Source: an optimization exercise on an open RTL-to-GDS flow (aim: small area). Production flows keep margins and buffers that such runs may drop.
Only simulation tests tie the RTL to the original design; equivalence was not proved.
Power and IR drop assume default switching activity.

--- flow/config.mk ---
export PLATFORM = sky130hd
export DESIGN_NAME = filtering
export DESIGN_NICKNAME = filtering
export VERILOG_FILES = /design/flow/design.v
export SDC_FILE = /design/flow/constraint.sdc
export NUM_CORES = 4
export LEC_CHECK = 0
export ABC_AREA = 1
export CAP_MARGIN = 5
export CORE_MARGIN = 2
export CORE_UTILIZATION = 40
export GPL_TIMING_DRIVEN = 0
export SLEW_MARGIN = 5
--- flow/constraint.sdc ---
create_clock -name core_clock -period 13.0 [get_ports {clock}]
set_input_delay 2.6000 -clock core_clock [delete_from_list [all_inputs] [get_ports {clock}]]
set_output_delay 2.6000 -clock core_clock [all_outputs]
set_load 0.01 [all_outputs]
--- flow/design.v ---
`timescale 1ns / 1ps
module fv_csa #(parameter W = 13) (
    input  [W-1:0] a, b, c,
    output [W-1:0] s, co
);
    wire [W-1:0] m = (a & b) | (a & c) | (b & c);
    assign s  = a ^ b ^ c;
    assign co = {m[W-2:0], 1'b0};
endmodule
module fv_rca #(parameter W = 13) (
    input  [W-1:0] a, b,
    input          ci,
    output [W-1:0] s
);
    wire [W:0] c;
    assign c[0] = ci;
    genvar i;
    generate for (i = 0; i < W; i = i + 1) begin : g
        assign s[i]   = a[i] ^ b[i] ^ c[i];
        assign c[i+1] = (a[i] & b[i]) | (a[i] & c[i]) | (b[i] & c[i]);
    end endgenerate
endmodule
module fv_div3 #(parameter W = 12) (
    input  [W-1:0] x,
    output [W-1:0] q
);
    wire [1:0] rem [0:W];
    assign rem[W] = 2'd0;
    genvar i;
    generate for (i = W - 1; i >= 0; i = i - 1) begin : g
        wire [2:0] v = {rem[i+1], x[i]};
        assign q[i] = rem[i+1][1] | (rem[i+1][0] & x[i]);
        assign rem[i] = q[i] ? v - 3'd3 : v[1:0];
    end endgenerate
endmodule
module filtering(
input clock,
input reset,
input [3:0]sel_module,
input [23:0] rgb_C,
input [7:0] gray_center,
input [7:0] gray_up,
input [7:0] gray_down,
input [7:0] gray_right,
input [7:0] gray_right_down,
input [7:0] gray_right_up,
input [7:0] gray_left,
input [7:0] gray_left_down,
input [7:0] gray_left_up,
input [10:0] Hcount_in,
input [10:0] Vcount_in,
output reg [3:0] red,
output reg [3:0] green,
output reg [3:0] blue,
output reg [10:0] hc,
output reg [10:0] vc,
input Nblank
);
    reg [7:0]  tred, tgreen, tblue;
    reg [3:0]  n_r, n_g, n_b;
    reg        fr, fg, fb, s;
    wire [7:0] red_o   = {s ? n_g : {4{fr}}, fr ? 4'hF : n_r};
    wire [7:0] green_o = {s ? n_g : {4{fg}}, fg ? 4'hF : s ? n_r : n_g};
    wire [7:0] blue_o  = {s ? n_g : {4{fb}}, fb ? 4'hF : s ? n_r : n_b};
    reg [11:0] r;
    reg        d3, d9;    
    reg [10:0] g;
    reg [11:4] b;
    reg        b15;
    reg [11:0] r_nxt;
    reg        d3_nxt, d9_nxt;
    reg [10:0] g_nxt;
    reg [11:4] b_nxt;
    reg        b15_nxt;
    reg [3:0]  n_r_nxt, n_g_nxt, n_b_nxt;
    reg        fr_nxt, fg_nxt, fb_nxt, s_nxt;
    reg [7:0]  conv;
    reg [3:0]  red_nxt, green_nxt, blue_nxt;
    wire [7:0] C  = gray_center;
    wire [7:0] U  = gray_up;
    wire [7:0] D  = gray_down;
    wire [7:0] L  = gray_left;
    wire [7:0] R  = gray_right;
    wire [7:0] LU = gray_left_up;
    wire [7:0] RU = gray_right_up;
    wire [7:0] LD = gray_left_down;
    wire [7:0] RD = gray_right_down;
    always @(posedge clock) begin
        vc <= Vcount_in;
        hc <= Hcount_in;
    end
    wire [3:0] sel = sel_module;
    wire m8  = (sel == 4'd8);
    wire m9  = (sel == 4'd9);
    wire m10 = (sel == 4'd10);
    wire m11 = (sel == 4'd11);
    wire m12 = (sel == 4'd12);
    wire m13 = (sel == 4'd13);
    wire m14 = (sel == 4'd14);
    wire m15 = (sel == 4'd15);
    function [8:0] slot;
        input [7:0] x;
        input       one, two, neg;
        begin
            slot = ({9{one}} & {1'b0, x}) | ({9{two}} & {x, 1'b0});
            slot = slot ^ {9{neg}};
        end
    endfunction
    wire m1 = (sel == 4'd1);
    wire m2 = (sel == 4'd2);
    wire m3 = (sel == 4'd3);
    wire [8:0] oL  = slot(L,  m8 | m12 | m10 | m13,       m9 | m15,        m9 | m12) | ({9{m3}} & {3'b0, tred[7:2]});
    wire [8:0] oR  = slot(R,  m8 | m10 | m12 | m13,       m9 | m15,        1'b0) | ({9{m3}} & {6'b0, tred[7:5]});
    wire [8:0] oU  = slot(U,  m8 | m14 | m10 | m12 | m13, m15,             1'b0) | ({9{m3}} & {2'b0, tgreen[7:1]});
    wire [8:0] oD  = slot(D,  m8 | m12 | m10 | m13,       m15,             m12) | ({9{m3}} & {5'b0, tgreen[7:4]});
    wire [8:0] oLU = slot(m13 ? C : LU, m8 | m14 | m15 | m9 | m10 | m13, 1'b0, m9 | m13) | ({9{m3}} & {5'b0, tblue[7:4]});
    wire [8:0] oRU = slot(RU, m8 | m9 | m11 | m14 | m15 | m10, m12,        1'b0) | ({9{m3}} & {6'b0, tblue[7:5]});
    wire [8:0] oLD = slot(LD, m8 | m11 | m9 | m10,        m12 | m15,       m9 | m12);
    wire [8:0] oRD = slot(RD, m8 | m9 | m15 | m10,        1'b0,            1'b0) | {7'b0, m12, 1'b0} |
                     ({9{m1 | m2}} & {1'b0, tred});
    wire [12:0] oC = ({13{m8 | m11}} & {5'b00000, C}) |
                     ({13{m12}}       & {5'b11001, ~C}) |
                     ({13{m13}}       & {3'b111, ~C, 2'b11}) |
                     ({13{m15}}       & {3'b000, C, 2'b00}) |
                     ({13{m10}}       & {2'b11, ~C, 3'b111}) |
                     ({13{m9}}        & 13'h1A03) |
                     ({13{m1}}        & 13'h0006) |
                     ({13{m2}}        & 13'h1FFA);
    wire        tci = m12 | m13;
    wire [12:0] s1, c1, s2, c2, s3, c3, s4, c4, s5, c5, s6, c6, s7, c7, T;
    fv_csa #(13) u_c1 ({4'b0, oL}, {4'b0, oR}, {4'b0, oU}, s1, c1);
    fv_csa #(13) u_c2 ({4'b0, oD}, {4'b0, oLU}, {4'b0, oRU}, s2, c2);
    fv_csa #(13) u_c3 ({4'b0, oLD}, {{4{m13}}, oRD}, oC, s3, c3);
    fv_csa #(13) u_c4 (s1, c1, s2, s4, c4);
    fv_csa #(13) u_c5 (c2, s3, c3, s5, c5);
    fv_csa #(13) u_c6 (s4, c4, s5, s6, c6);
    fv_csa #(13) u_c7 (s6, c6, c5, s7, c7);
    fv_rca #(13) u_rt (s7, c7, tci, T);
    wire [10:0] y1s, y1c, y2s, y2c, y3s, y3c, y4s, y4c, Y;
    fv_csa #(11) u_y1 ({3'b0, RU}, {3'b0, LU}, {2'b0, U, 1'b1}, y1s, y1c);
    fv_csa #(11) u_y2 ({3'b111, ~RD}, {3'b111, ~LD}, {2'b11, ~D, 1'b1}, y2s, y2c);
    fv_csa #(11) u_y3 (y1s, y1c, y2s, y3s, y3c);
    fv_csa #(11) u_y4 (y3s, y3c, {y2c[10:1], 1'b1}, y4s, y4c);
    wire        m12_ = m1 | m2;
    wire [10:0] k6 = m2 ? 11'h7FA : 11'h006;
    fv_rca #(11) u_ry (m12_ ? {3'b0, tgreen} : y4s, m12_ ? k6 : y4c, ~m12_, Y);
    wire [11:0] q1;
    wire [9:0]  q2;
    fv_div3 #(12) u_d1 (r, q1);
    fv_div3 #(10) u_d2 (q1[9:0], q2);
    wire        dv = d3 | d9;
    wire [11:0] rv = d9 ? {4'd0, q2[7:0]} : d3 ? {4'd0, q1[7:0]} : r;
    wire r_gt255  = ~dv & |r[11:8];
    wire g_gt255  = |g[10:8];
    wire b_gt255  = b15 | |b[11:8];
    wire r_gt1024 = ~dv & (r[11] | (r[10] & |r[9:0]));
    wire r_eq1024 = ~dv & (r == 12'h400);
    wire r_gt1280 = ~dv & (r[11] | (r[10] & (r[9] | (r[8] & |r[7:0]))));
    wire neg_r = ~m12_ & r_gt1024;
    wire neg_g = ~m12_ & (g[10] | r_eq1024);
    wire [12:0] ra = m12_ ? {5'b0, tblue} : {rv[11], rv} ^ {13{neg_r}};
    wire [12:0] ga = m12_ ? (m2 ? 13'h1FFA : 13'h0006) : {{2{g[10]}}, g} ^ {13{neg_g}};
    wire [12:0] bs, bc, core;
    fv_csa #(13) u_b1 (ra, ga, {12'b0, neg_g}, bs, bc);
    fv_rca #(13) u_rb (bs, bc, neg_r, core);
    wire [3:0] gry = T[7:4];
    always @* begin
        red_nxt = 4'd0; green_nxt = 4'd0; blue_nxt = 4'd0;
        conv = 8'd0;
        n_r_nxt = 4'd0; n_g_nxt = 4'd0; n_b_nxt = 4'd0;
        fr_nxt = 1'b0; fg_nxt = 1'b0; fb_nxt = 1'b0; s_nxt = 1'b0;
        r_nxt = 12'd0; d3_nxt = 1'b0; d9_nxt = 1'b0; g_nxt = 11'd0; b_nxt = 8'd0; b15_nxt = 1'b0;
        if (Nblank) begin
            case (sel)
                4'd7:                 begin red_nxt = rgb_C[3:0]; green_nxt = rgb_C[11:8]; blue_nxt = rgb_C[19:16]; end
                4'd10, 4'd12, 4'd13: begin red_nxt = red_o[7:4]; green_nxt = green_o[7:4]; blue_nxt = blue_o[7:4]; end
                default:              begin red_nxt = red_o[3:0]; green_nxt = green_o[3:0]; blue_nxt = blue_o[3:0]; end
            endcase
            r_nxt = {4'd0, red_o}; g_nxt = {3'd0, green_o}; b_nxt = blue_o[7:4];
            case (sel)
                4'd0: begin r_nxt = r; d3_nxt = d3; d9_nxt = d9; g_nxt = g; b_nxt = b; b15_nxt = b15; end
                4'd1, 4'd2: begin r_nxt = T[11:0]; g_nxt = Y; b_nxt = core[11:4]; b15_nxt = core[11]; end
                4'd8:  begin r_nxt = T[11:0]; d9_nxt = 1'b1; end
                4'd11, 4'd14: begin r_nxt = T[11:0]; d3_nxt = 1'b1; end
                4'd9:  begin r_nxt = T[11:0]; g_nxt = Y; b_nxt = core[12:5]; b15_nxt = core[12] ^ rv[11] ^ g[10]; end
                4'd10, 4'd12, 4'd13: r_nxt = ~T[11:0];
                4'd15: r_nxt = {3'd0, T[12:4]};
                default: ;
            endcase
            case (sel[2:0])
                3'd1:    conv = b[11:4];
                3'd2:    conv = (~dv & r[11]) ? 8'd0 : (~dv & |r[10:8]) ? 8'd255 : rv[7:0];
                3'd4:    conv = r_gt1280 ? 8'd0 : r_gt255 ? 8'd255 : rv[7:0];
                3'd5:    conv = r_gt255 ? 8'd0 : rv[7:0];
                default: conv = rv[11:4];
            endcase
            fr_nxt = (sel == 4'd4);
            fg_nxt = (sel == 4'd6);
            fb_nxt = (sel == 4'd5);
            s_nxt  = sel[3];
            case (sel)
                4'd0: begin n_r_nxt = rgb_C[7:4]; n_g_nxt = rgb_C[15:12]; n_b_nxt = rgb_C[23:20]; end
                4'd1: begin
                    n_r_nxt = r_gt255 ? 4'd15 : rv[7:4];
                    n_g_nxt = g_gt255 ? 4'd15 : g[7:4];
                    n_b_nxt = b_gt255 ? 4'd15 : b[7:4];
                end
                4'd2: begin
                    n_r_nxt = r_gt255 ? 4'd0 : rv[7:4];
                    n_g_nxt = g_gt255 ? 4'd0 : g[7:4];
                    n_b_nxt = b_gt255 ? 4'd0 : b[7:4];
                end
                4'd3: begin n_r_nxt = gry; n_g_nxt = gry; n_b_nxt = gry; end
                4'd4, 4'd5, 4'd6, 4'd7: begin n_r_nxt = tred[7:4]; n_g_nxt = tgreen[7:4]; n_b_nxt = tblue[7:4]; end
                default: begin n_r_nxt = conv[3:0]; n_g_nxt = conv[7:4]; n_b_nxt = tblue[7:4]; end
            endcase
        end
    end
    always @(posedge clock) begin
        if (reset) begin
            tred <= 8'd0; tgreen <= 8'd0; tblue <= 8'd0;
        end else begin
            tred <= rgb_C[7:0]; tgreen <= rgb_C[15:8]; tblue <= rgb_C[23:16];
        end
        if (reset) begin
            red <= 4'd0; green <= 4'd0; blue <= 4'd0;
            n_r <= 4'd0; n_g <= 4'd0; n_b <= 4'd0; fr <= 1'b0; fg <= 1'b0; fb <= 1'b0; s <= 1'b0;
            r <= 12'd0; d3 <= 1'b0; d9 <= 1'b0; g <= 11'd0; b <= 8'd0; b15 <= 1'b0;
        end else begin
            red <= red_nxt; green <= green_nxt; blue <= blue_nxt;
            n_r <= n_r_nxt; n_g <= n_g_nxt; n_b <= n_b_nxt; fr <= fr_nxt; fg <= fg_nxt; fb <= fb_nxt; s <= s_nxt;
            r <= r_nxt; d3 <= d3_nxt; d9 <= d9_nxt; g <= g_nxt; b <= b_nxt; b15 <= b15_nxt;
        end
    end
endmodule
--- flow/flow/run.sh ---
#!/bin/bash
# The standard layout with these changes:
#  - after the standard synthesis, the combinational logic between the
#    registers and full-adder cells is re-mapped by ABC for area (resyn.ys,
#    with sixteen random seeds of &deepsyn); the registers, the full-adder
#    cells and the names of the registers stay;
#  - flow/faopt.py flips the polarity of full-adder cells to drop inverters
#    that extract_fa leaves between them;
#  - flow/nlcmp.py checks the result against the standard netlist by random
#    simulation and checks that every register is kept and still read; on
#    any failure that candidate is dropped; the smallest one left is used,
#    or the standard netlist if none is left;
#  - plain buf_1 cells as the port buffers;
#  - a clock tree of clkbuf_4 cells (at most 10 sinks each) under a
#    clkbuf_16 root, no dummy loads.
set -euo pipefail
export BUFFER_PORTS_ARGS="-buffer_cell sky130_fd_sc_hd__buf_1"
export CTS_ARGS="-sink_clustering_enable -repair_clock_nets -dont_use_dummy_load -root_buf sky130_fd_sc_hd__clkbuf_16 -buf_list sky130_fd_sc_hd__clkbuf_4 -sink_clustering_size 10"
R=$PWD/orfs/results/$FLOW_PLATFORM/filtering/base
LIB=$FLOW_HOME/platforms/sky130hd/lib/sky130_fd_sc_hd__tt_025C_1v80.lib
bash standard.sh synth > flow_synth.log 2>&1
cp $R/1_2_yosys.v $R/1_2_yosys.std.v
cat > $PWD/resyn.ys <<E2
read_liberty -ignore_miss_func $LIB
blackbox sky130_fd_sc_hd__fa_1 sky130_fd_sc_hd__dfxtp_1 sky130_fd_sc_hd__conb_1
read_verilog $R/1_2_yosys.std.v
hierarchy -top $FLOW_TOP
flatten
opt_clean
techmap
opt_expr
opt_clean
abc -liberty $LIB -dont_use *clkdly* -dont_use *dlygate* -dont_use *probe* -dont_use *lpflow* -script $PWD/area_SEED.abc
opt_clean -purge
rename -hide w:*.*
opt_clean -purge
write_verilog -noattr -noexpr $R/1_2_yosys.rs_SEED.v
E2
NB=$(grep -c dfxtp_1 $R/1_2_yosys.std.v)
# one re-mapping per random seed of ABC's &deepsyn, in parallel; each result
# must pass the checks, and the smallest one is used
resyn_one() {
  S=$1
  printf 'strash\n&get -n\n&deepsyn -T 60 -S %d\n&put\ndch -f\nmap -a\nmfs2 -a\nstrash\ndch -f\nmap -a\nmfs2 -a\nstrash\ndch -f\nmap -a\n' $S > $PWD/area_$S.abc
  sed "s/SEED/$S/g" $PWD/resyn.ys > $PWD/resyn_$S.ys
  yosys -s $PWD/resyn_$S.ys > resyn_$S.log 2>&1 || return 0
  python3 flow/faopt.py $R/1_2_yosys.rs_$S.v $R/1_2_yosys.opt_$S.v > faopt_$S.log 2>&1 || return 0
  NLCMP_LIB=$LIB python3 flow/nlcmp.py $R/1_2_yosys.std.v $R/1_2_yosys.opt_$S.v 60 > nlcmp_$S.log 2>&1 || return 0
  if grep -q "^mismatches 0$" nlcmp_$S.log && grep -q "^registers $NB $NB unread 0 *$" nlcmp_$S.log; then
    touch ok_$S
  fi
}
for S in 1 2 3 4; do resyn_one $S & done
wait
for S in 5 6 7 8; do resyn_one $S & done
wait
for S in 9 10 11 12; do resyn_one $S & done
wait
for S in 13 14 15 16; do resyn_one $S & done
wait
CANDS=""
for S in $(seq 1 16); do
  if [ -f ok_$S ]; then CANDS="$CANDS $R/1_2_yosys.opt_$S.v"; fi
done
if [ -n "$CANDS" ]; then
  python3 flow/pick.py $LIB $R/1_2_yosys.v $CANDS > netlist_choice.log 2>&1
else
  python3 flow/faopt.py $R/1_2_yosys.std.v $R/1_2_yosys.v > faopt_std.log 2>&1 || cp $R/1_2_yosys.std.v $R/1_2_yosys.v
  echo "using the standard netlist" > netlist_choice.log
fi
rm -f $R/1_synth.odb
bash standard.sh > flow_layout.log 2>&1
--- flow/flow/faopt.py ---
#!/usr/bin/env python3
"""Full-adder polarity clean-up of a mapped Yosys netlist.

A full adder is self-dual: FA(~a,~b,~c) = (~sum, ~cout).  Yosys's extract_fa
leaves many inverters between adder cells.  This script flips the polarity of
full-adder cells (moving inverters from their inputs to their outputs) where
that lowers the number of inverters, then rebuilds one shared inverter per
signal that still needs its complement.  Registers and all other cells are
left as they are.

usage: faopt.py in.v out.v
"""
import re, sys
from collections import defaultdict

src = open(sys.argv[1]).read()
cell_re = re.compile(r'^  (sky130_fd_sc_hd__\w+) (\S+)\s+\((.*?)\n  \);\n', re.S | re.M)
pin_re = re.compile(r'\.(\w+)\(([^()]*)\)')
OUTS = {'X', 'Y', 'Q', 'Q_N', 'SUM', 'COUT', 'HI', 'LO'}

cells = []
first = None
last = None
for m in cell_re.finditer(src):
    if first is None:
        first = m.start()
    last = m.end()
    pins = [(p, n.strip()) for p, n in pin_re.findall(m.group(3))]
    cells.append([m.group(1), m.group(2), pins])
head, tail = src[:first], src[last:]
assert 'assign' not in src[first:last]

def is_inv(c):
    return re.match(r'sky130_fd_sc_hd__(clk)?inv_\d+$', c[0]) is not None

def is_fa(c):
    return re.match(r'sky130_fd_sc_hd__fa_\d+$', c[0]) is not None

# inverter map: output net -> input net
inv_of = {}
for c in cells:
    if is_inv(c):
        d = dict(c[2])
        inv_of[d['Y']] = d['A']

def root(net):
    """(root net, polarity) following inverter chains."""
    pol = 0
    seen = 0
    while net in inv_of and seen < 100:
        net = inv_of[net]
        pol ^= 1
        seen += 1
    return net, pol

outnets = set()
for m in re.finditer(r'^\s*output (?:\[(\d+):(\d+)\] )?(\S+);', head, re.M):
    if m.group(1):
        for i in range(int(m.group(2)), int(m.group(1)) + 1):
            outnets.add('%s[%d]' % (m.group(3), i))
    else:
        outnets.add(m.group(3))

# consumers: list of (cell index, pin, root, pol) for every non-inverter input pin
fas = [i for i, c in enumerate(cells) if is_fa(c)]
fa_set = set(fas)
cons = []          # [cell, pin, root, pol]
by_root = defaultdict(list)
for i, c in enumerate(cells):
    if is_inv(c):
        continue
    for p, n in c[2]:
        if p in OUTS:
            continue
        r, pol = root(n)
        cons.append([i, p, r, pol])
        by_root[r].append(len(cons) - 1)
# output ports read a net directly; if it is an inverter output, keep a consumer
for n in outnets:
    r, pol = root(n)
    if pol:
        cons.append([-1, n, r, pol])
        by_root[r].append(len(cons) - 1)

# driver of each root: FA index if driven by an FA output
fa_drv = {}
for i in fas:
    for p, n in cells[i][2]:
        if p in OUTS:
            fa_drv[n] = i

flip = defaultdict(int)
fa_inputs = defaultdict(list)
for k, (ci, p, r, pol) in enumerate(cons):
    if ci in fa_set:
        fa_inputs[ci].append(k)

def need(k):
    ci, p, r, pol = cons[k]
    return pol ^ (flip[ci] if ci in fa_set else 0)

def phys(r):
    return flip[fa_drv[r]] if r in fa_drv else 0

def root_cost(r):
    ph = phys(r)
    return 1 if any(need(k) != ph for k in by_root[r]) else 0

def fa_roots(i):
    rs = set(cons[k][2] for k in fa_inputs[i])
    for p, n in cells[i][2]:
        if p in OUTS:
            rs.add(n)
    return rs

before = sum(root_cost(r) for r in by_root)
changed = True
it = 0
while changed and it < 50:
    changed = False
    it += 1
    for i in fas:
        rs = fa_roots(i)
        c0 = sum(root_cost(r) for r in rs)
        flip[i] ^= 1
        c1 = sum(root_cost(r) for r in rs)
        if c1 < c0:
            changed = True
        else:
            flip[i] ^= 1
after = sum(root_cost(r) for r in by_root)

# rebuild: drop all inverters, add one per root that needs its complement
newcells = [c for c in cells if not is_inv(c)]
idx_map = {}
j = 0
for i, c in enumerate(cells):
    if not is_inv(c):
        idx_map[i] = j
        j += 1
inv_net = {}
extra_wires = []
add_cells = []
n_new = 0
def comp_net(r):
    """net carrying the complement of the physical signal of root r"""
    global n_new
    if r not in inv_net:
        n_new += 1
        name = '_faopt_n%d_' % n_new
        extra_wires.append(name)
        add_cells.append(['sky130_fd_sc_hd__inv_1', '_faopt_i%d_' % n_new, [('A', r), ('Y', name)]])
        inv_net[r] = name
    return inv_net[r]

port_fix = []
for k, (ci, p, r, pol) in enumerate(cons):
    want = need(k)
    net = r if want == phys(r) else comp_net(r)
    if ci == -1:
        port_fix.append((p, net))
        continue
    c = newcells[idx_map[ci]]
    c[2] = [(pp, net if pp == p else nn) for pp, nn in c[2]]
# flipped FAs: nothing to rewire on outputs (their nets now carry the complement,
# which need()/phys() accounted for); inputs were rewired above.

# output ports driven through an inverter: drive the port net from the new inverter
# by renaming: add an inverter whose output is the port net itself.
for pnet, net in port_fix:
    if net == pnet:
        continue
    # the port needs signal 'net'; insert a buffer-free connection: an inverter
    # on the complement gives the same signal
    r = None
    add_cells.append(['sky130_fd_sc_hd__inv_1', '_faopt_o%d_' % len(add_cells),
                      [('A', inv_net_src) if False else ('A', None), ('Y', pnet)]])
    raise SystemExit('output port through inverter: not handled')

out = [head]
for w in extra_wires:
    out.append('  wire %s;\n' % w)
for c in newcells + add_cells:
    out.append('  %s %s (\n%s\n  );\n' % (c[0], c[1], ',\n'.join('    .%s(%s)' % (p, n + ' ' if n.startswith('\\') else n) for p, n in c[2])))
out.append(tail)
open(sys.argv[2], 'w').write(''.join(out))
n_inv_before = sum(1 for c in cells if is_inv(c))
print('faopt: %d FA, %d flipped, inverters %d -> %d (root cost %d -> %d)' %
      (len(fas), sum(flip[i] for i in fas), n_inv_before, len(add_cells), before, after))
--- flow/flow/nlcmp.py ---
#!/usr/bin/env python3
"""Random-simulation check that two mapped netlists with the same registers
compute the same next state: every register input is compared for random
register states and primary inputs, with each cell evaluated from its
liberty function.  usage: NLCMP_LIB=lib nlcmp.py a.v b.v [rounds]
Prints "mismatches N"."""
import re,sys,random
import os
lib=open(os.environ['NLCMP_LIB']).read()
funcs={}
ms=list(re.finditer(r'cell\s*\(\s*"?(sky130_fd_sc_hd__\w+)"?\s*\)',lib))
for i,m in enumerate(ms):
    body=lib[m.end():ms[i+1].start() if i+1<len(ms) else len(lib)]
    f={}
    for pm in re.finditer(r'pin\s*\(\s*"?(\w+)"?\s*\)\s*\{',body):
        seg=body[pm.end():pm.end()+4000]
        fm=re.search(r'\bfunction\s*:\s*"([^"]*)"',seg[:seg.find('pin (') if 'pin (' in seg else len(seg)])
        dm=re.search(r'direction\s*:\s*"?(\w+)',seg)
        if fm and dm and dm.group(1)=='output':
            e=fm.group(1).replace('!','~').replace('*','&').replace('+','|')
            f[pm.group(1)]=compile(e,'f','eval')
    funcs[m.group(1)[17:]]=f
def load(fn):
    s=open(fn).read()
    cells=[]
    for m in re.finditer(r'^  (sky130_fd_sc_hd__\w+) (\S+)\s+\((.*?)\n  \);\n', s, re.S|re.M):
        cells.append((m.group(1)[17:], dict([('_name', m.group(2).strip())] + [(p,n.strip()) for p,n in re.findall(r'\.(\w+)\(([^()]*)\)', m.group(3))])))
    return cells
def topo(cells):
    drv={}
    for i,(t,p) in enumerate(cells):
        for k in funcs.get(t,{}):
            if k in p: drv[p[k]]=i
    order=[];seen={}
    def visit(i):
        if seen.get(i)==2: return
        seen[i]=1
        t,p=cells[i]
        if not t.startswith('dfx'):
            for k,n in p.items():
                if k not in funcs[t] and n in drv and seen.get(drv[n])!=1: visit(drv[n])
        seen[i]=2; order.append(i)
    sys.setrecursionlimit(100000)
    for i in range(len(cells)): visit(i)
    return order
def ev(cells,order,v):
    v=dict(v); v["1'h0"]=0; v["1'h1"]=1
    for i in order:
        t,p=cells[i]
        if t.startswith('dfx'): continue
        env={k:v.get(n,0) for k,n in p.items() if k!='_name'}
        for k,code in funcs[t].items():
            if k in p: v[p[k]]=eval(code,{},env)&1
    return v
A=load(sys.argv[1]); B=load(sys.argv[2])
# registers of B whose output nothing reads (they would be removed later)
srcB=open(sys.argv[2]).read()
ports=set()
for m in re.finditer(r'^\s*output (?:\[(\d+):(\d+)\] )?(\S+);', srcB, re.M):
    if m.group(1):
        ports.update('%s[%d]' % (m.group(3), i) for i in range(int(m.group(2)), int(m.group(1)) + 1))
    else:
        ports.add(m.group(3))
readB=set(n for t,p in B for k,n in p.items() if k!='_name' and k not in funcs[t])
dead=[p['_name'] for t,p in B if t.startswith('dfx') and p['Q'] not in readB and p['Q'] not in ports]
nA=sum(1 for t,p in A if t.startswith('dfx')); nB=sum(1 for t,p in B if t.startswith('dfx'))
print('registers', nA, nB, 'unread', len(dead), ' '.join(dead))
oa=topo(A); ob=topo(B)
ins=set()
for c in (A,B):
    for t,p in c:
        for k,n in p.items():
            if k not in funcs[t] and k!='_name': ins.add(n)
random.seed(1); bad=0
for it in range(int(sys.argv[3]) if len(sys.argv)>3 else 300):
    v={n:random.randrange(2) for n in ins}
    fq={}
    for t,p in A:
        if t.startswith('dfx'): fq[p['_name']]=random.randrange(2)
    v1=dict(v); v2=dict(v)
    for t,p in A:
        if t.startswith('dfx'): v1[p['Q']]=fq[p['_name']]
    for t,p in B:
        if t.startswith('dfx'): v2[p['Q']]=fq[p['_name']]
    va=ev(A,oa,v1); vb=ev(B,ob,v2)
    fb={p['_name']:p for t,p in B if t.startswith('dfx')}
    for ta,pa in A:
        if not ta.startswith('dfx'): continue
        pb=fb[pa['_name']]
        if va.get(pa['D'])!=vb.get(pb['D']): bad+=1
    outs=set(n for t,p in A for k,n in p.items() if k in funcs[t] and not n.startswith('_') and k!='_name')

print('mismatches',bad)
--- flow/flow/pick.py ---
#!/usr/bin/env python3
"""usage: pick.py lib out.v cand1.v [cand2.v ...]
Copies the candidate netlist with the smallest standard-cell area to out.v
and prints the areas."""
import re, sys, shutil
lib = open(sys.argv[1]).read()
area = {}
ms = list(re.finditer(r'cell\s*\(\s*"?(\w+)"?\s*\)', lib))
for i, m in enumerate(ms):
    end = ms[i + 1].start() if i + 1 < len(ms) else len(lib)
    a = re.search(r'\barea\s*:\s*([\d.]+)', lib[m.end():end])
    if a:
        area[m.group(1)] = float(a.group(1))
best = None
for f in sys.argv[3:]:
    s = open(f).read()
    t = sum(area.get(c, 0.0) for c in re.findall(r'^\s*(sky130_fd_sc_hd__\w+) ', s, re.M))
    print('%s %.1f' % (f, t))
    if best is None or t < best[0]:
        best = (t, f)
print('picked', best[1])
shutil.copy(best[1], sys.argv[2])
--- flow/standard.sh ---
#!/bin/bash
# synth_recipe.tcl (not shown) runs the flow's synth.tcl, then flattens the netlist and writes it again
# the make line also repeats each setting of config.mk as NAME=value (left out here)
make -C /OpenROAD-flow-scripts/flow DESIGN_CONFIG=/design/flow/config.mk WORK_HOME=/design/flow/orfs CLKGATE_MAP_FILE= SYNTH_SCRIPT=/design/flow/synth_recipe.tcl "${@:-finish}"
==> results.py, run 1 <==
metrics = {
    "run_status": {
        "status": "complete, no violations",
    },
    "critical_path": {
        "crit_top_cell": "fa_1",
        "max_stage_delay_ps": 590,
        "critPathArrivalTime_ps": 12720,
        "worstPathMaxFanout": 22,
        "slowest_stage": "fa_1",
        "path_buf_inv": 5,
        "cp-start-kind": "input port",
        "end_kind": "register",
        "critical_path.top_delay_family": "adder cells",
        "path_class": "input port to register",
        "critPathRequiredTime_ps": 13200,
    },
    "pwr": {
        "p_per_area_nw_per_um2": 160,
        "p_leak_nw": 4.18,
        "ir_worst_vdd_uv": 77.2,
        "power_mw": 1.71,
    },
    "clock_tree": {
        "clk_latency_ps": 350,
        "cts_buffers": 9,
        "hold_buffers": 0,
        "path_clk_slew_ps": 70,
        "cts_tree": "built",
        "clk_path_buf_depth": 2,
        "cts.sink_count": 108,
        "root_buffer": "clkbuf_16",
        "cts_max_level": 3,
    },
    "layout": {
        "drive_gt1_share_pct": 2.32,
        "num-nets-final": 1627,
        "n_antenna_cell": 0,
        "stdcell_count": 1694,
        "area_growth_pct": 14.1,
        "num-fill-cells": 2376,
        "postLayoutCellArea_um2": 10700,
    },
    "timing": {
        "min_period_ps": 12520,
        "worstMarginPinSlew_ps": 1350,
        "slew_headroom_pct": 9.49,
        "slew_violations": 0,
        "period_share_pct": 96.3,
        "hold_viol_final": 0,
        "skew_ps": 18.5,
        "report.final.setup_viol": 0,
        "grt_setup_unrepaired": "no",
        "max_freq_mhz": 79.9,
    },
    "place": {
        "place.gp.congestion": 0.954,
        "dp_cells": 1682,
        "dp_hpwl_um": 29500,
        "place_area_um2": 10400,
        "port_buffers": 158,
    },
    "routing": {
        "ant_nets": 0,
        "drc": 0,
        "drt_iter0_markers": 913,
        "drt-total-wl_um": 36000,
        "dr.pass1.iters": 6,
        "routed_via_density": 5.75,
        "vias": 9742,
        "wl_per_cell_um": 21.2,
    },
    "yosys": {
        "syn_avg_cell_area_um2": 7.75,
        "synth_cells": 1207,
        "yosys_warnings": 3,
        "syn_nets": 1451,
        "syn_area_um2": 9360,
    },
    "global_routing": {
        "grt-ovfl-total": 0,
        "grt_pass1_wl_um": 54500,
        "grt_max_degree": 26,
        "grtUsageTotal_pct": 29.5,
        "antenna_found_initial": 0,
        "grt_pass1_vias": 9515,
    },
    "floorplan": {
        "dieArea_um2": 24600,
        "fp-row-count": 55,
        "die_w_um": 157,
        "core-area_um2": 22800,
        "start_util_pct": 41.1,
        "ios": 159,
        "die_y_um": 157,
    },
    "min_path": {
        "hp-class": "register to register",
    },
    "flow_run": {
        "maxCapViolations": 0,
    },
}
-- per-stage QoR --
step	hold slack [ps]	worst slack (ps)	util, %	setup TNS, ps
floorplan	445	1230	-	0
global placement	469	-1440	45.4	-6510
detailed placement	462	-174	45.7	-264
CTS	478	212	46.7	0
global route	499	95.6	46.9	0
finish	475	477	46.9	0
-- flip-flops by register name (all words and copies together) (netlist names), 4 cells and up --
signal	count
hc	11
blue	4
r	12
g	11
red	4
green	4
tgreen	8
tred	8
b	8
n_g	4
tblue	8
n_b	4
n_r	4
vc	11
-- per-layer routing --
metal	global-route usage, %	vias to the layer above	wire length, µm
li1	-	4457	-
met1	40.7	4655	15300
met2	47.4	544	16500
met3	4.57	86	3030
met4	10.0	0	1180
met5	0	-	0
-- path summary, 6_finish.rpt --
path / start / endpoint / cells after the start / slack [ps]
setup reg to reg: r[10] / b15 / 41 / 3130
hold reg to reg: tgreen[0] / g[0] / 2 / 470
setup / recovery: sel_module[3] / r[7] / 26 / 480
hold / removal: tgreen[0] / g[0] / 2 / 470
-- cells in the final DEF (no fill, tap or decap), types with 3 or more instances in the layout --
master and n:
a2111oi_0 7, a211oi_1 8, a21oi_1 71, a221oi_1 28, a22oi_1 42, a31oi_1 5, buf_1 158, buf_4 3
buf_8 4, clkbuf_16 9, dfxtp_1 108, fa_1 119, inv_1 221, nand2_1 132, nand3_1 31, nand4_1 9
nor2_1 189, nor2_2 7, nor3_1 16, o2111ai_1 7, o211ai_1 19, o21ai_0 90, o221ai_1 19, o22ai_1 38
o311ai_0 3, o31ai_1 3, or2_2 3, xnor2_1 6, xor2_1 11
-- layout make-up --
cell class                      count  area (µm²)  area share (%)
Multi-Input combinational cell    876        6380            59.7
Sequential cell                   108        2160            20.2
Inverter                          223         845            7.91
Timing Repair Buffer              165         676            6.33
Tap cell                          313         392            3.67
Clock buffer                        9         225            2.11
-- where the power goes --
part           total, mW  switching, mW  internal (mW)
combinational       1.09          0.684          0.403
clock              0.239          0.117          0.123
sequential         0.384         0.0263          0.357
-- repair_timing --
item	in CTS	in global routing
buffers inserted	0	3
endpoints found under the setup margin	0	2
gates resized for setup	0	4
-- worst register-to-register path, delay by kind of cell, from the launching register on --
kind	cells	cell delay, ps
fa+ha+maj	9	4180
compound gates	18	3290
simple gates	9	1210
xor+xnor	2	380
flops	1	370
buf+inv	3	350
==> run 2: changes to the inputs <==
--- a/flow/design.v
+++ b/flow/design.v
@@ -30,5 +30,4 @@
     generate for (i = W - 1; i >= 0; i = i - 1) begin : g
-        wire [2:0] v = {rem[i+1], x[i]};
         assign q[i] = rem[i+1][1] | (rem[i+1][0] & x[i]);
-        assign rem[i] = q[i] ? v - 3'd3 : v[1:0];
+        assign rem[i] = rem[i+1][1] ? {x[i], ~x[i]} : {rem[i+1][0] & ~x[i], ~rem[i+1][0] & x[i]};
     end endgenerate
--- a/flow/config.mk
+++ b/flow/config.mk
@@ -8,3 +8,3 @@
 export ABC_AREA = 1
-export CAP_MARGIN = 5
+export CAP_MARGIN = 0
 export CORE_MARGIN = 2
@@ -12,2 +12,2 @@
 export GPL_TIMING_DRIVEN = 0
-export SLEW_MARGIN = 5
+export SLEW_MARGIN = 0
==> run 2 against run 1 <==
Net effect: maximum frequency is 1.2% lower; global-route usage is 0.37 points higher; cell area is 0.27% higher; combinational power is 14% higher; flip-flop and latch count stayed put; critical path depth is 5 higher; clock-buffer cell count stayed put; critical path type unchanged; largest cell class unchanged; largest power group unchanged.
==> results.py, run 2 <==
metrics = {
    "clock_tree": {
        "cts.sink_count": 108,
        "root_buffer": "clkbuf_16",
        "cts_buffers": 9,
        "cts_max_level": 3,
        "clk_path_buf_depth": 2,
        "path_clk_slew_ps": 60,
        "clk_latency_ps": 350,
        "hold_buffers": 0,
        "cts_tree": "built",
    },
    "routing": {
        "drt-total-wl_um": 36800,
        "vias": 9896,
        "met2_length_um": 16900,
        "ant_nets": 0,
        "dr.pass1.iters": 5,
        "wl_per_cell_um": 21.6,
        "wl_met1_um": 14800,
        "routed_via_density": 5.80,
        "top_layer_used": "met4",
        "wl_met3_um": 3770,
        "drc": 0,
        "drt_iter0_markers": 1275,
    },
    "yosys": {
        "syn_nets": 1458,
        "syn_area_um2": 9400,
        "yosys_warnings": 3,
        "syn_avg_cell_area_um2": 7.74,
        "synth_cells": 1214,
    },
    "layout": {
        "postLayoutCoreUtil_pct": 46.0,
        "largest_reg_flops": 12,
        "n_antenna_cell": 0,
        "drive_gt1_share_pct": 2.16,
        "area_growth_pct": 14.0,
        "num-fill-cells": 2450,
        "layout_common_cells": "inv_1 (220), nor2_1 (191), buf_1 (158)",
        "layout_commonest_cell": "inv_1",
        "num-nets-final": 1633,
        "largest_register": "r",
    },
    "critical_path": {
        "slowest_stage": "fa_1",
        "critical_path.top_delay_family": "adder cells",
        "max_stage_delay_ps": 590,
        "crit_top_cell": "fa_1",
        "critPathRequiredTime_ps": 13210,
        "path_buf_inv": 8,
        "worstPathMaxFanout": 16,
        "end_kind": "register",
        "path_class": "input port to register",
        "critPathArrivalTime_ps": 12890,
        "cp-start-kind": "input port",
    },
    "pwr": {
        "ir_worst_vdd_uv": 133,
        "p_per_area_nw_per_um2": 175,
        "p_leak_nw": 4.35,
    },
    "floorplan": {
        "die_w_um": 157,
        "fp-row-count": 56,
        "dieArea_um2": 24700,
        "start_util_pct": 40.4,
        "core-area_um2": 23300,
        "die_y_um": 157,
        "ios": 159,
    },
    "timing": {
        "grt_setup_unrepaired": "no",
        "hold_viol_final": 0,
        "report.final.setup_viol": 0,
        "min_period_ps": 12680,
        "slew_violations": 0,
        "setup-tns-final_ps": 0,
        "skew_ps": 18.5,
        "worstMarginPinSlew_ps": 1380,
        "period_share_pct": 97.5,
        "max_freq_mhz": 78.9,
        "slew_headroom_pct": 8.18,
    },
    "global_routing": {
        "grt-ovfl-total": 0,
        "antenna_found_initial": 1,
        "grtUsageTotal_pct": 29.9,
        "grt_pass1_wl_um": 55100,
        "grt_pass1_vias": 9582,
        "grt_max_degree": 27,
    },
    "place": {
        "port_buffers": 158,
        "place.gp.congestion": 0.953,
        "dp_hpwl_um": 29500,
    },
    "flow_run": {
        "maxCapViolations": 0,
    },
    "min_path": {
        "hp-class": "register to register",
    },
    "run_status": {
        "status": "complete, no violations",
    },
}
run 2: worst paths after layout:
check,startpoint,end,slack (ps),cells past startpoint
worst max-delay path,sel_module[3],r[7],320,31
worst min-delay path,b15,b15,500,2
worst max register to register,r[9],b15,3390,42
worst min register to register,b15,b15,500,2
run 2: stage by stage:
| step | hold slack, ps | setup slack [ps] | total power [mW] | instances | instance area [µm²] |
|---|---|---|---|---|---|
| after floorplan | 442 | 1510 | 1.18 | 1214 | 9400 |
| after global placement | 481 | -2170 | 1.58 | 1691 | 10400 |
| after detailed placement | 486 | -1950 | 1.60 | 1693 | 10400 |
| after CTS | 503 | 252 | 1.84 | 1703 | 10700 |
| after global routing | 524 | 9.90 | 2.01 | 1706 | 10700 |
| final | 501 | 322 | 1.87 | 1706 | 10700 |
run 2: final cells by class:
| class | instances | area (µm²) | area share (%) |
|---|---|---|---|
| sequential | 108 | 2160 | 20.2 |
| multi-input combinational | 884 | 6420 | 60.0 |
| tap | 319 | 399 | 3.73 |
| timing repair buffer | 163 | 653 | 6.10 |
| timing repair inverter | 1 | 5.00 | 0.0467 |
| buffer | 1 | 3.75 | 0.0351 |
| clock buffer | 9 | 225 | 2.10 |
| inverter | 221 | 833 | 7.78 |
run 2: what timing repair did:
item / CTS / global route
cloned: 1 / 0
resized for setup: 7 / 1
setup endpoints to repair: 16 / 2
setup buffers: 0 / 3
run 2: metal layers:
| layer | GRT usage, % | up-vias |
|---|---|---|
| met5 | 0 | - |
| met4 | 11.4 | 0 |
| li1 | - | 4472 |
| met1 | 40.5 | 4696 |
| met2 | 48.6 | 633 |
| met3 | 4.05 | 95 |
run 2: report_power, final:
part	leakage [nW]	internal, mW	total [mW]	switching [mW]
logic	3.34	0.448	1.24	0.790
clock network	0.111	0.123	0.240	0.117
registers	0.890	0.362	0.394	0.0321
total	4.35	0.933	1.87	0.940
run 2: worst min-delay path: stages, from the launching register on:
cell,delay [ps]
dfxtp_1,330
nand2_1,50
o211ai_1,80
==> run 3: changes to the inputs <==
--- a/flow/design.v
+++ b/flow/design.v
@@ -30,4 +30,5 @@
     generate for (i = W - 1; i >= 0; i = i - 1) begin : g
+        wire [2:0] v = {rem[i+1], x[i]};
         assign q[i] = rem[i+1][1] | (rem[i+1][0] & x[i]);
-        assign rem[i] = rem[i+1][1] ? {x[i], ~x[i]} : {rem[i+1][0] & ~x[i], ~rem[i+1][0] & x[i]};
+        assign rem[i] = q[i] ? v - 3'd3 : v[1:0];
     end endgenerate
--- a/flow/flow/run.sh
+++ b/flow/flow/run.sh
@@ -13,3 +13,3 @@
 #  - plain buf_1 cells as the port buffers;
-#  - a clock tree of clkbuf_4 cells (at most 10 sinks each) under a
+#  - a clock tree of clkbuf_8 cells (up to 24 sinks each) under a
 #    clkbuf_16 root, no dummy loads.
@@ -17,3 +17,3 @@
 export BUFFER_PORTS_ARGS="-buffer_cell sky130_fd_sc_hd__buf_1"
-export CTS_ARGS="-sink_clustering_enable -repair_clock_nets -dont_use_dummy_load -root_buf sky130_fd_sc_hd__clkbuf_16 -buf_list sky130_fd_sc_hd__clkbuf_4 -sink_clustering_size 10"
+export CTS_ARGS="-sink_clustering_enable -repair_clock_nets -dont_use_dummy_load -root_buf sky130_fd_sc_hd__clkbuf_16 -buf_list sky130_fd_sc_hd__clkbuf_8 -sink_clustering_size 24"
 R=$PWD/orfs/results/$FLOW_PLATFORM/filtering/base
--- a/flow/config.mk
+++ b/flow/config.mk
@@ -8,3 +8,3 @@
 export ABC_AREA = 1
-export CAP_MARGIN = 0
+export CAP_MARGIN = 5
 export CORE_MARGIN = 2
@@ -12,2 +12,2 @@
 export GPL_TIMING_DRIVEN = 0
-export SLEW_MARGIN = 0
+export SLEW_MARGIN = 5
==> run 3 against run 2 <==
Net effect: still clean on timing, DRC and antenna; clock-buffer cell count unchanged; sequential share of layout area up 0.054 points; synthesized cell count down 0.58%; hold slack worse by 27 ps.
==> results.py, run 3 <==
metrics = {
    "run_status": {
        "status": "complete, no violations",
    },
    "place": {
        "dp_hpwl_um": 29500,
        "port_buffers": 158,
        "place_area_um2": 10400,
        "place.gp.congestion": 0.954,
    },
    "layout": {
        "num-fill-cells": 2376,
        "num-nets-final": 1627,
        "area_growth_pct": 14.1,
        "layout_common_cells": "inv_1 (221), nor2_1 (189), buf_1 (158)",
        "multiInputGateArea_um2": 6380,
        "regArea_um2": 2160,
        "postLayoutCellArea_um2": 10700,
        "n_antenna_cell": 0,
        "largest_reg_flops": 12,
        "postLayoutCoreUtil_pct": 46.9,
        "drive_gt1_share_pct": 2.32,
        "largest_register": "r",
        "layout_commonest_cell": "inv_1",
    },
    "critical_path": {
        "cp-start-kind": "input port",
        "critPathRequiredTime_ps": 13200,
        "crit_top_cell": "fa_1",
        "critPathArrivalTime_ps": 12720,
        "worstPathMaxFanout": 22,
        "path_class": "input port to register",
        "r2r_cells": 41,
        "slowest_stage": "fa_1",
        "max_stage_delay_ps": 590,
        "end_kind": "register",
    },
    "global_routing": {
        "grt_use_met3_pct": 4.57,
        "grt-ovfl-total": 0,
        "top_usage_layer": "met2",
        "grt_pass1_vias": 9515,
        "grt_max_degree": 26,
        "grtUsageTotal_pct": 29.5,
        "grt_pass1_wl_um": 54500,
        "gr-usage-met2_pct": 47.4,
        "met1_usage_pct": 40.7,
        "antenna_found_initial": 0,
    },
    "routing": {
        "ant_nets": 0,
        "drc": 0,
        "drt_iter0_markers": 913,
        "vias": 9742,
        "wl_per_cell_um": 21.2,
        "drt-total-wl_um": 36000,
        "routed_via_density": 5.75,
        "dr.pass1.iters": 6,
    },
    "clock_tree": {
        "clk_latency_ps": 350,
        "cts_tree": "built",
        "cts.sink_count": 108,
        "cts_buffers": 9,
        "cts_max_level": 3,
        "root_buffer": "clkbuf_16",
        "clk_path_buf_depth": 2,
        "path_clk_slew_ps": 70,
        "hold_buffers": 0,
    },
    "min_path": {
        "hp-class": "register to register",
        "min_delay_path_depth": 2,
    },
    "timing": {
        "slew_violations": 0,
        "report.final.setup_viol": 0,
        "grt_setup_unrepaired": "no",
        "min_period_ps": 12520,
        "hold_viol_final": 0,
        "max_freq_mhz": 79.9,
        "period_share_pct": 96.3,
        "skew_ps": 18.5,
        "slew_headroom_pct": 9.49,
        "worstMarginPinSlew_ps": 1350,
    },
    "flow_run": {
        "maxCapViolations": 0,
    },
    "yosys": {
        "synth_cells": 1207,
        "syn_avg_cell_area_um2": 7.75,
        "yosys_warnings": 3,
        "syn_nets": 1451,
        "syn_area_um2": 9360,
    },
    "floorplan": {
        "core-area_um2": 22800,
        "die_w_um": 157,
        "die_y_um": 157,
        "start_util_pct": 41.1,
        "fp-row-count": 55,
        "dieArea_um2": 24600,
        "ios": 159,
    },
    "pwr": {
        "p_leak_nw": 4.18,
        "p_per_area_nw_per_um2": 160,
        "ir_worst_vdd_uv": 77.2,
    },
}
==> run 3: area by class of cell <==
type,instances,area share (%)
Clock buffer,9,2.11
Inverter,223,7.91
Multi-Input combinational cell,876,59.7
Sequential cell,108,20.2
Tap cell,313,3.67
Timing Repair Buffer,165,6.33
==> run 3: final timing paths <==
path	startpoint	to	slack, ps
max	sel_module[3]	r[7]	480
min	tgreen[0]	g[0]	470
max reg2reg	r[10]	b15	3130
min reg2reg	tgreen[0]	g[0]	470
==> run 3: power breakdown <==
| group | switching (mW) | internal (mW) | total, mW |
|---|---|---|---|
| Clock | 0.117 | 0.123 | 0.239 |
| Sequential | 0.0263 | 0.357 | 0.384 |
| Combinational | 0.684 | 0.403 | 1.09 |
==> run 3: critical path: cells and delay by family <==
kind / cells / cell delay, ps
AOI/OAI and AO/OA: 4 / 700
adders and majority gates: 14 / 6820
buffers and inverters: 5 / 1760
and+or+nand+nor: 3 / 790
==> run 3: repair_timing <==
action	4_1_cts	5_1_grt
setup buffers	0	3
endpoints found under the setup margin	0	2
resized for setup	0	4
==> run 3: stage by stage <==
stage          hold slack [ps]  setup TNS [ps]  setup WS, ps  power (mW)  instances
2_1_floorplan              445               0          1230        1.11       1207
3_3_place_gp               469           -6510         -1440        1.44       1678
3_5_place_dp               462            -264          -174        1.46       1682
4_1_cts                    478               0           212        1.69       1691
5_1_grt                    499               0          95.6        1.84       1694
6_report                   475               0           477        1.71       1694
==> run 3: routing by layer <==
| layer | wire (µm) | vias to the layer above |
|---|---|---|
| met5 | 0 | - |
| met4 | 1180 | 0 |
| met3 | 3030 | 86 |
| met2 | 16500 | 544 |
| met1 | 15300 | 4655 |
| li1 | - | 4457 |
==> run 4: changes to the inputs <==
--- a/flow/flow/run.sh
+++ b/flow/flow/run.sh
@@ -13,7 +13,7 @@
 #  - plain buf_1 cells as the port buffers;
-#  - a clock tree of clkbuf_8 cells (up to 24 sinks each) under a
-#    clkbuf_16 root, no dummy loads.
+#  - a clock tree of clkbuf_8 cells only,
+#    no dummy loads.
 set -euo pipefail
 export BUFFER_PORTS_ARGS="-buffer_cell sky130_fd_sc_hd__buf_1"
-export CTS_ARGS="-sink_clustering_enable -repair_clock_nets -dont_use_dummy_load -root_buf sky130_fd_sc_hd__clkbuf_16 -buf_list sky130_fd_sc_hd__clkbuf_8 -sink_clustering_size 24"
+export CTS_ARGS="-sink_clustering_enable -repair_clock_nets -dont_use_dummy_load -root_buf sky130_fd_sc_hd__clkbuf_8 -buf_list sky130_fd_sc_hd__clkbuf_8"
 R=$PWD/orfs/results/$FLOW_PLATFORM/filtering/base
==> run 4 against run 3 <==
Net effect: sequential power about the same; global-route usage is essentially flat; area after synthesis did not move; clock power fell by 29%; register-to-register slack got worse by 20 ps; critical path type unchanged; critical endpoint unchanged; largest cell class unchanged.
==> results.py, run 4 <==
metrics = {
    "routing": {
        "vias": 9689,
        "wl_per_cell_um": 21.2,
        "dr.pass1.iters": 6,
        "ant_nets": 0,
        "routed_via_density": 5.73,
        "drt-total-wl_um": 35800,
        "drt_iter0_markers": 1028,
        "drc": 0,
    },
    "floorplan": {
        "dieArea_um2": 24600,
        "die_w_um": 157,
        "fp-row-count": 55,
        "die_y_um": 157,
        "ios": 159,
        "core-area_um2": 22800,
        "start_util_pct": 41.1,
    },
    "timing": {
        "skew_ps": 28.6,
        "slew_violations": 0,
        "report.final.setup_viol": 0,
        "timing.hold.ws_ps": 479,
        "min_period_ps": 12690,
        "max_freq_mhz": 78.8,
        "setup-tns-final_ps": 0,
        "worstMarginPinSlew_ps": 1340,
        "hold_viol_final": 0,
        "slew_headroom_pct": 10.1,
        "period_share_pct": 97.6,
        "setup_ws_ps": 309,
        "grt_setup_unrepaired": "no",
    },
    "pwr": {
        "power_mw": 1.64,
        "combPwrFrac_pct": 66.2,
        "p_clk_share_pct": 10.4,
        "p_per_area_nw_per_um2": 155,
        "pwr-share-seq_pct": 23.4,
        "switchingPower_mw": 0.815,
        "netSwitchingFraction_pct": 49.8,
        "ir_worst_vdd_uv": 75.8,
        "p_int_mw": 0.822,
        "p_leak_nw": 4.13,
    },
    "layout": {
        "num-fill-cells": 2386,
        "regArea_um2": 2160,
        "largest_register": "r",
        "layout_common_cells": "inv_1 (223), nor2_1 (190), buf_1 (158)",
        "stdcell_count": 1691,
        "multiInputGateArea_um2": 6380,
        "postLayoutCellArea_um2": 10500,
        "drive_gt1_share_pct": 1.89,
        "num-nets-final": 1624,
        "n_antenna_cell": 0,
        "postLayoutCoreUtil_pct": 46.3,
        "layout_commonest_cell": "inv_1",
        "largest_reg_flops": 12,
        "area_growth_pct": 12.6,
    },
    "critical_path": {
        "slowest_stage": "nor2_1",
        "cp_num_cells": 23,
        "r2r_cells": 46,
        "end_kind": "register",
        "critPathRequiredTime_ps": 13240,
        "r2r_slack_ps": 3110,
        "worstPathMaxFanout": 17,
        "crit_start": "sel_module[3]",
        "cp_cell_sequence": "buf_1 -> inv_1 -> nor2_1 -> inv_1 -> nor2_1 -> a2111oi_0 -> fa_1 -> fa_1 -> fa_1 -> fa_1 -> fa_1 -> fa_1 -> fa_1 -> fa_1 -> fa_1 -> fa_1 -> fa_1 -> fa_1 -> fa_1 -> fa_1 -> o22ai_1 -> a221oi_1 -> o211ai_1",
        "rr_endpoint": "b15",
        "critPathArrivalTime_ps": 12930,
        "max_stage_delay_ps": 710,
        "cp-start-kind": "input port",
        "endpoint": "r[7]",
        "critical_path.top_delay_family": "adder cells",
        "path_buf_inv": 3,
        "crit_top_cell": "fa_1",
        "r2r_start": "r[10]",
        "path_class": "input port to register",
    },
    "yosys": {
        "yosys_warnings": 3,
        "synth_cells": 1207,
        "syn_avg_cell_area_um2": 7.75,
        "syn_area_um2": 9360,
        "syn_nets": 1451,
    },
    "clock_tree": {
        "path_clk_slew_ps": 90,
        "cts.sink_count": 108,
        "cts_max_level": 3,
        "cts_tree": "built",
        "clk_latency_ps": 380,
        "cts_buffers": 9,
        "hold_buffers": 0,
        "ctsResizeCount": 0,
        "clk_path_buf_depth": 2,
        "post-cts-setup-buffers": 0,
        "root_buffer": "clkbuf_8",
    },
    "place": {
        "place.gp.congestion": 0.954,
        "pre_cts_ws_ps": -174,
        "place_area_um2": 10400,
        "port_buffers": 158,
        "dp_hpwl_um": 29500,
        "dp_cells": 1682,
    },
    "global_routing": {
        "grt-ovfl-total": 0,
        "grt_max_degree": 26,
        "grtUsageTotal_pct": 29.5,
        "antenna_found_initial": 0,
        "grt_pass1_wl_um": 54400,
        "grt_pass1_vias": 9477,
    },
    "min_path": {
        "hp-class": "register to register",
    },
    "flow_run": {
        "maxCapViolations": 0,
    },
    "run_status": {
        "status": "complete, no violations",
    },
}
## run 4: worst min-delay path by stage
stage	startpoint	end	slack, ps	cells after the start
global placement	tgreen[0]	g[0]	470	2
finish	tgreen[0]	g[0]	480	2
floorplan	tgreen[0]	g[0]	450	2
global route	tgreen[0]	g[0]	510	2
detailed placement	tgreen[0]	g[0]	460	2
CTS	tgreen[0]	g[0]	480	2
## run 4: area by class of cell
| cell class | count | area share, % |
|---|---|---|
| clock buffer | 9 | 1.17 |
| tap | 313 | 3.71 |
| multi-input combinational | 876 | 60.5 |
| timing repair buffer | 162 | 6.19 |
| inverter | 223 | 7.94 |
| sequential | 108 | 20.5 |
## run 4: power by group through the flow
stage                     clock (mW)  combinational [mW]  sequential, mW
final                          0.170                1.08           0.383
after global routing           0.186                1.20           0.386
after CTS                      0.173                1.07           0.382
after detailed placement           0                1.07           0.389
after global placement             0                1.05           0.390
after floorplan                    0               0.725           0.382
## run 4: layer usage
layer / global-route usage (%) / wire, µm / vias up
met3: 4.57 / 3090 / 78
met4: 9.79 / 1110 / 0
met5: 0 / 0 / -
met2: 47.3 / 16600 / 515
met1: 40.7 / 15100 / 4648
li1: - / - / 4448
## run 4: worst min-delay path, delay by kind of cell, from the launching register on
kind / cells / cell delay (ps)
DFF: 1 / 310
AOI/OAI and AO/OA: 2 / 130
==> run 5: changes to the inputs <==
--- a/flow/flow/run.sh
+++ b/flow/flow/run.sh
@@ -13,7 +13,7 @@
 #  - plain buf_1 cells as the port buffers;
-#  - a clock tree of clkbuf_8 cells only,
-#    no dummy loads.
+#  - a clock tree of clkbuf_4 cells under a
+#    clkbuf_8 root, no dummy loads.
 set -euo pipefail
 export BUFFER_PORTS_ARGS="-buffer_cell sky130_fd_sc_hd__buf_1"
-export CTS_ARGS="-sink_clustering_enable -repair_clock_nets -dont_use_dummy_load -root_buf sky130_fd_sc_hd__clkbuf_8 -buf_list sky130_fd_sc_hd__clkbuf_8"
+export CTS_ARGS="-sink_clustering_enable -repair_clock_nets -dont_use_dummy_load -root_buf sky130_fd_sc_hd__clkbuf_8 -buf_list sky130_fd_sc_hd__clkbuf_4"
 R=$PWD/orfs/results/$FLOW_PLATFORM/filtering/base
==> run 5 against run 4 <==
Net effect: still clean on timing, DRC and antenna; sequential power hardly changed; maximum frequency unchanged; global-route usage did not move; die area stayed put; utilization is the same; first-iteration DRC count unchanged; final cell count did not move; non-clock buffer count stayed put; critical endpoint unchanged; largest power group unchanged.
==> results.py, run 5 <==
metrics = {
    "run_status": {
        "status": "complete, no violations",
    },
    "pwr": {
        "p_leak_nw": 4.13,
        "ir_worst_vdd_uv": 75.8,
        "p_per_area_nw_per_um2": 155,
    },
    "critical_path": {
        "r2r_cells": 46,
        "slowest_stage": "nor2_1",
        "cp_cell_sequence": "buf_1 -> inv_1 -> nor2_1 -> inv_1 -> nor2_1 -> a2111oi_0 -> fa_1 -> fa_1 -> fa_1 -> fa_1 -> fa_1 -> fa_1 -> fa_1 -> fa_1 -> fa_1 -> fa_1 -> fa_1 -> fa_1 -> fa_1 -> fa_1 -> o22ai_1 -> a221oi_1 -> o211ai_1",
        "cp_num_cells": 23,
        "end_kind": "register",
        "crit_top_cell": "fa_1",
        "critical_path.top_delay_family": "adder cells",
        "worstPathMaxFanout": 17,
        "cp-start-kind": "input port",
        "path_class": "input port to register",
        "critPathArrivalTime_ps": 12930,
        "path_buf_inv": 3,
        "critPathRequiredTime_ps": 13240,
        "max_stage_delay_ps": 710,
    },
    "layout": {
        "layout_commonest_cell": "inv_1",
        "num-nets-final": 1624,
        "largest_reg_flops": 12,
        "layout_common_cells": "inv_1 (223), nor2_1 (190), buf_1 (158)",
        "drive_gt1_share_pct": 1.89,
        "postLayoutCellArea_um2": 10500,
        "n_antenna_cell": 0,
        "area_growth_pct": 12.6,
        "num-fill-cells": 2386,
        "largest_register": "r",
    },
    "routing": {
        "wl_met1_um": 15100,
        "drc": 0,
        "met2_length_um": 16600,
        "ant_nets": 0,
        "dr.pass1.iters": 6,
        "routed_via_density": 5.73,
        "drt_iter0_markers": 1028,
        "wl_per_cell_um": 21.2,
        "vias": 9689,
        "wl_met3_um": 3090,
        "drt-total-wl_um": 35800,
        "top_layer_used": "met4",
    },
    "global_routing": {
        "grt_pass1_wl_um": 54400,
        "grtUsageTotal_pct": 29.5,
        "grt_pass1_vias": 9477,
        "antenna_found_initial": 0,
        "grt-ovfl-total": 0,
        "grt_max_degree": 26,
    },
    "clock_tree": {
        "post-cts-setup-buffers": 0,
        "cts.sink_count": 108,
        "clk_latency_ps": 380,
        "hold_buffers": 0,
        "cts_buffers": 9,
        "path_clk_slew_ps": 90,
        "cts_tree": "built",
        "clk_path_buf_depth": 2,
        "cts_max_level": 3,
        "ctsResizeCount": 0,
        "root_buffer": "clkbuf_8",
    },
    "timing": {
        "slew_violations": 0,
        "setup_ws_ps": 309,
        "hold_viol_final": 0,
        "skew_ps": 28.6,
        "report.final.setup_viol": 0,
        "grt_setup_unrepaired": "no",
        "setup-tns-final_ps": 0,
        "max_freq_mhz": 78.8,
        "period_share_pct": 97.6,
        "min_period_ps": 12690,
        "timing.hold.ws_ps": 479,
        "slew_headroom_pct": 10.1,
        "worstMarginPinSlew_ps": 1340,
    },
    "place": {
        "place_area_um2": 10400,
        "port_buffers": 158,
        "pre_cts_ws_ps": -174,
        "place.gp.congestion": 0.954,
        "dp_hpwl_um": 29500,
    },
    "yosys": {
        "yosys_warnings": 3,
        "synth_cells": 1207,
        "syn_area_um2": 9360,
        "syn_nets": 1451,
        "syn_avg_cell_area_um2": 7.75,
    },
    "floorplan": {
        "ios": 159,
        "core-area_um2": 22800,
        "die_y_um": 157,
        "fp-row-count": 55,
        "die_w_um": 157,
        "start_util_pct": 41.1,
        "dieArea_um2": 24600,
    },
    "min_path": {
        "min_delay_path_depth": 2,
        "hp-class": "register to register",
    },
    "flow_run": {
        "maxCapViolations": 0,
    },
}
run 5: worst min-delay path: cells and delay by family, from the launching register on:
family             cells  cell delay [ps]
DFF                    1              310
AOI/OAI and AO/OA      2              130
run 5: layout make-up:
type	instances	area [µm²]	area share, %
clock buffer	9	124	1.17
timing repair buffer	162	653	6.19
tap	313	392	3.71
inverter	223	837	7.94
sequential	108	2160	20.5
multi-input combinational	876	6380	60.5
run 5: path summary, 6_finish.rpt:
| kind | start | endpoint | slack [ps] |
|---|---|---|---|
| worst max-delay path | sel_module[3] | r[7] | 310 |
| worst min register to register | tgreen[0] | g[0] | 480 |
| worst min-delay path | tgreen[0] | g[0] | 480 |
| worst max register to register | r[10] | b15 | 3110 |
run 5: per-layer routing:
metal | global-route usage (%) | up-vias
met5 | 0 | -
met4 | 9.79 | 0
met3 | 4.57 | 78
met2 | 47.3 | 515
met1 | 40.7 | 4648
li1 | - | 4448
run 5: per-stage QoR:
step                      std cells  util (%)  power (mW)
final                          1691      46.3        1.64
after detailed placement       1682      45.7        1.46
after CTS                      1691      46.3        1.62
after global placement         1678      45.4        1.44
after global routing           1691      46.3        1.77
after floorplan                1207         -        1.11
run 5: where the power goes:
group | leakage (nW) | internal (mW) | switching (mW)
Sequential | 0.889 | 0.357 | 0.0260
Combinational | 3.17 | 0.402 | 0.681
Clock | 0.0647 | 0.0626 | 0.107

[port drivers added, routing unchanged]
No port has a modelled driver above. Below, the same layouts with a new extraction and two added sets of constraints.
Step 1, drivers: a clkbuf_16 drives clock and a buf_2 each remaining input, both assumed.
Step 2, shift: input delay + t, output delay - t, t = (earliest + latest rising clock arrival at the registers) / 2. This alone moves slack from input paths to output paths.
a / b / c = ideal ports / drivers / drivers and shift; a / b = the first two.
| run | t, ns | slack for setup (ns) | hold WS [ns] | pins driven straight from the clock port |
|---|---|---|---|---|
| run 1 | 0.394 | 0.477 / 0.497 / 0.103 | 0.475 / 0.475 / 0.475 | 1 |
| run 2 | 0.389 | 0.322 / 0.343 / -0.046 | 0.501 / 0.501 / 0.501 | 1 |
| run 3 | 0.394 | 0.477 / 0.497 / 0.103 | 0.475 / 0.475 / 0.475 | 1 |
| run 4 | 0.415 | 0.309 / 0.325 / -0.090 | 0.479 / 0.479 / 0.479 | 1 |
| run 5 | 0.415 | 0.309 / 0.325 / -0.090 | 0.479 / 0.479 / 0.479 | 1 |
Met with ideal ports but missed after step 2: setup timing in run 2, run 4 and run 5.
